Context: an optimization exercise on an open-source flow, tuned for small area and a short achievable clock period. The choices shown serve that exercise and are no tape-out recipe.
Where RTL was checked, it was by simulation tests only, not by an equivalence proof against the original.
Power is estimated from default activity; no workload was simulated.

cedar:
Design rv_core, start of the top module:
module rv_core(
    input clk,
    input rst_n,                 
    output [31:0] imem_addr,
    input  [31:0] imem_rdata,
    output [31:0] dmem_addr,
    output [31:0] dmem_wdata,
    output        dmem_we,
    input  [31:0] dmem_rdata
    );
Size in the first run: about 160 I/O pins, ~47000 µm² of cells after synthesis.
Settings: LEC_CHECK=0, CAP_MARGIN=20, CORE_MARGIN=2, CORE_UTILIZATION=55, SETUP_SLACK_MARGIN=4.2, SLEW_MARGIN=20, SYNTH_HIERARCHICAL=1; clock period 12.5 ns.
run.sh (not shown) runs the stock make flow with config.mk's settings and CLKGATE_MAP_FILE= SYNTH_SCRIPT=/design/flow/synth_recipe.tcl, a recipe that flattens the netlist after the stock synthesis.
Relative to cedar, the following input files were edited for harbor:
Settings: changing SETUP_SLACK_MARGIN from 4.2 to 3.
Notes after the runs:
Cmp harbor vs cedar: net switching power figure lower in harbor. Fmax in harbor is about 2.6% below cedar. Per the comparison of harbor with cedar, worst hold slack now larger, final period utilization now larger, power attributed to the clock group comparable. Highest cell delay on the worst timing path: harbor < cedar.
Function was not checked in any run of this note: the RTL went through the layout flow alone.

---

rv_core, a different RTL version from the one above (not shown whole).
For scale: ~3,600 cells after synthesis, ~160 I/O pins, ~48,000 sq um of cells after synthesis.
==> flow/design.v (excerpt) <==
module rv_core(
    input clk,
    input rst_n,                 
    output [31:0] imem_addr,
    input  [31:0] imem_rdata,
    output [31:0] dmem_addr,
    output [31:0] dmem_wdata,
    output        dmem_we,
    input  [31:0] dmem_rdata
    );
clock: 12.5 ns
lec_check: 0
cap_margin: 20
core_margin: 2
core_utilization: 75
place_density: 0.85
setup_slack_margin: 4
slew_margin: 20
synth_hierarchical: 1
standard.sh (not shown) runs the stock make flow with config.mk's settings and CLKGATE_MAP_FILE= SYNTH_SCRIPT=/design/flow/synth_recipe.tcl, a recipe that flattens the netlist after the stock synthesis.
==> flow/flow/run.sh <==
#!/bin/bash
# Layout flow: the standard layout (standard.sh: ORFS synthesis to final
# layout), run unchanged for synthesis, then with these differences:
#  * port buffers are buf_2 cells instead of ORFS's default choice (a
#    clkdlybuf4s50_1 delay cell); every port still gets its buffer;
#  * CTS builds its tree from clkbuf_8/clkbuf_16 with larger sink clusters and
#    no dummy loads.
# Each tool's full output goes to a log in this folder (and ORFS's own per-step
# logs under orfs/logs/).
set -euo pipefail
bash standard.sh synth > synth.log 2>&1
export BUFFER_PORTS_ARGS="-buffer_cell sky130_fd_sc_hd__buf_2"
export CTS_ARGS="-sink_clustering_enable -repair_clock_nets -dont_use_dummy_load -sink_clustering_size 20 -sink_clustering_max_diameter 80 -buf_list {sky130_fd_sc_hd__clkbuf_8 sky130_fd_sc_hd__clkbuf_16}"
bash standard.sh > layout.log 2>&1
The baseline died in global routing.
Next try:
- CORE_UTILIZATION: 75 -> 65
- PLACE_DENSITY: 0.85 -> not set
Outcome:
- This time the run ran to the end with no violations
- synthesized area does not change
- synthesized cell count stays the same
Function was not checked in any run of this note: the RTL went through the layout flow alone.

---

north:
rv_core, a different RTL version from the one above (not shown whole).
Size in the first run: roughly 3500 cells after synthesis, roughly 160 I/O pins.
clock: 12.5 ns
lec_check: 0
cap_margin: 20
core_margin: 2
core_utilization: 65
setup_slack_margin: 4
slew_margin: 20
synth_hierarchical: 1
==> flow/flow/run.sh <==
#!/bin/bash
# Layout flow: the standard layout (standard.sh: ORFS synthesis to final
# layout), run unchanged for synthesis, then with these differences:
#  * port buffers are buf_4 cells instead of ORFS's default choice (a
#    clkdlybuf4s50_1 delay cell); every port still gets its buffer;
#  * CTS builds its tree from clkbuf_16 with larger sink clusters and
#    no dummy loads.
# Each tool's full output goes to a log in this folder (and ORFS's own per-step
# logs under orfs/logs/).
set -euo pipefail
bash standard.sh synth > synth.log 2>&1
export BUFFER_PORTS_ARGS="-buffer_cell sky130_fd_sc_hd__buf_4"
export CTS_ARGS="-sink_clustering_enable -repair_clock_nets -dont_use_dummy_load -sink_clustering_size 30 -sink_clustering_max_diameter 100 -buf_list {sky130_fd_sc_hd__clkbuf_16}"
bash standard.sh > layout.log 2>&1
The flow did not stop early for north: all stages ran, and the layout cleared the timing, design-rule and antenna checks.
--- input diff north..south ---
Settings: SETUP_SLACK_MARGIN: 4 -> 4.2.
Findings:
The upper clock frequency limit reported for south is greater than that of north by 0.70%. south reports its top layer used by detailed routing as met5 while north reports met4. south against north: area of combinational cells with multiple inputs higher, ratio of final minimum period to clock period lower, setup slack higher, post-detailed-routing wire length higher. Max-slew violation total from the final report: north vs south identical. Re first-iteration DRC count: south is 345 up on north. Looking at met3 track demand over resource in global routing, south sits above north.
For east, these inputs were changed with respect to south:
Settings: SETUP_SLACK_MARGIN now 4, was 4.2.
==> flow/flow/run.sh <==
#!/bin/bash
# Layout flow: the standard layout (standard.sh: ORFS synthesis to final
# layout), run unchanged for synthesis, then with these differences:
#  * port buffers are buf_2 cells instead of ORFS's default choice (a
#    clkdlybuf4s50_1 delay cell); every port still gets its buffer;
#  * CTS builds its tree from clkbuf_8/clkbuf_16 with larger sink clusters and
#    no dummy loads.
# Each tool's full output goes to a log in this folder (and ORFS's own per-step
# logs under orfs/logs/).
set -euo pipefail
bash standard.sh synth > synth.log 2>&1
export BUFFER_PORTS_ARGS="-buffer_cell sky130_fd_sc_hd__buf_2"
export CTS_ARGS="-sink_clustering_enable -repair_clock_nets -dont_use_dummy_load -sink_clustering_size 20 -sink_clustering_max_diameter 80 -buf_list {sky130_fd_sc_hd__clkbuf_8 sky130_fd_sc_hd__clkbuf_16}"
bash standard.sh > layout.log 2>&1
==> results.txt <==
On share of power burned in the clock network: between south and east, it ends up lower for south. Going from south to east, floorplan die width neither gained nor lost much; final wirelength neither gained nor lost much; combinational share of power lost 1.8 points. Reported for south and east, number of pins exceeding their max-slew limit in the final report turned out identical to the last digit. Diff south -> east: final worst slack down 200 ps, non-clock buffering overhead in the final layout down 0.78 points.
### east -> west
==> flow/flow/run.sh <==
#!/bin/bash
# Layout flow: the standard layout (standard.sh: ORFS synthesis to final
# layout), run unchanged for synthesis, then with these differences:
#  * port buffers are buf_2 cells instead of ORFS's default choice (a
#    clkdlybuf4s50_1 delay cell); every port still gets its buffer;
#  * CTS builds its tree from clkbuf_16 with larger sink clusters and
#    no dummy loads.
# Each tool's full output goes to a log in this folder (and ORFS's own per-step
# logs under orfs/logs/).
set -euo pipefail
bash standard.sh synth > synth.log 2>&1
export BUFFER_PORTS_ARGS="-buffer_cell sky130_fd_sc_hd__buf_2"
export CTS_ARGS="-sink_clustering_enable -repair_clock_nets -dont_use_dummy_load -sink_clustering_size 30 -sink_clustering_max_diameter 100 -buf_list {sky130_fd_sc_hd__clkbuf_16}"
bash standard.sh > layout.log 2>&1
Notes after the runs:
- Of east and west, the run reporting the higher area of all placed cells without fillers was east.
- Against east, west comes in 89 ps lower on minimum clock period.
- Between east and west, the flow reports clock network power decreasing by more than 10%.
- Re placeable core area: no difference whatsoever between west and east.
- met1 track demand over resource was lower in west than in east.
- Net switching component of the power, east and west: higher on east
- Multi-input gate share of total cell area delta for west relative to east: 0.64 points higher
- Compared with east, in west worst hold slack now sits higher, power share of the clock group lost 3.1 points.
- Lower final routed wirelength across all metal layers goes to west over east.
- Between east and west, the combined buffer and inverter count along the critical path is lower for east.
## Diff of input files: middle against west
Settings: a change of SETUP_SLACK_MARGIN from 4 to 4.4.
## What came out
The combinational power of middle exceeds that of west by about 8%. Measured against each other, west and middle differ in sum of buffers and inverters on the critical path, the higher figure coming from west. Reported for west and middle, sum of overflow across all layers after global routing turned out identical to the last digit. Of the two values seen for top metal layer carrying routed signals, met5 was produced by middle and met4 by west. In middle, power is higher than in west. The run showing the smaller clock network fraction of design power is middle.

==> static timing again, ports no longer ideal <==
The flow's constraints put no driver on any port. The routed layouts listed below were extracted and timed again, unchanged, in two steps.
Step 1 sets driving cells, clkbuf_16 on the clock port and buf_2 on the other inputs (assumed; they add their load-dependent delay and slew).
Step 2 also shifts input and output timing later by t, the mid clock arrival at the registers, as if the neighbouring blocks saw the same clock.
Slacks: no drivers / after step 1 / after step 2; pairs: no drivers / after step 1.
run | shift t [ns] | setup slack, ns | worst setup path after step 2
cedar | 0.744 | 3.197 / 3.094 / 3.094 | input to output
harbor | 0.772 | 2.946 / 2.894 / 2.894 | input to output
the second run of note 2 | 0.709 | 3.835 / 3.810 / 3.810 | input to output
north | 0.671 | 3.844 / 3.804 / 3.804 | input to output
south | 0.671 | 3.904 / 3.764 / 3.764 | input to output
east | 0.704 | 3.707 / 3.684 / 3.684 | input to output
west | 0.682 | 3.796 / 3.753 / 3.753 | input to output
middle | 0.676 | 3.936 / 3.692 / 3.692 | input to output
After both steps setup and hold are still met in every run listed. The setup slack of middle, which loses most, moves by -0.244 ns with the drivers and by -0.244 ns with both steps.
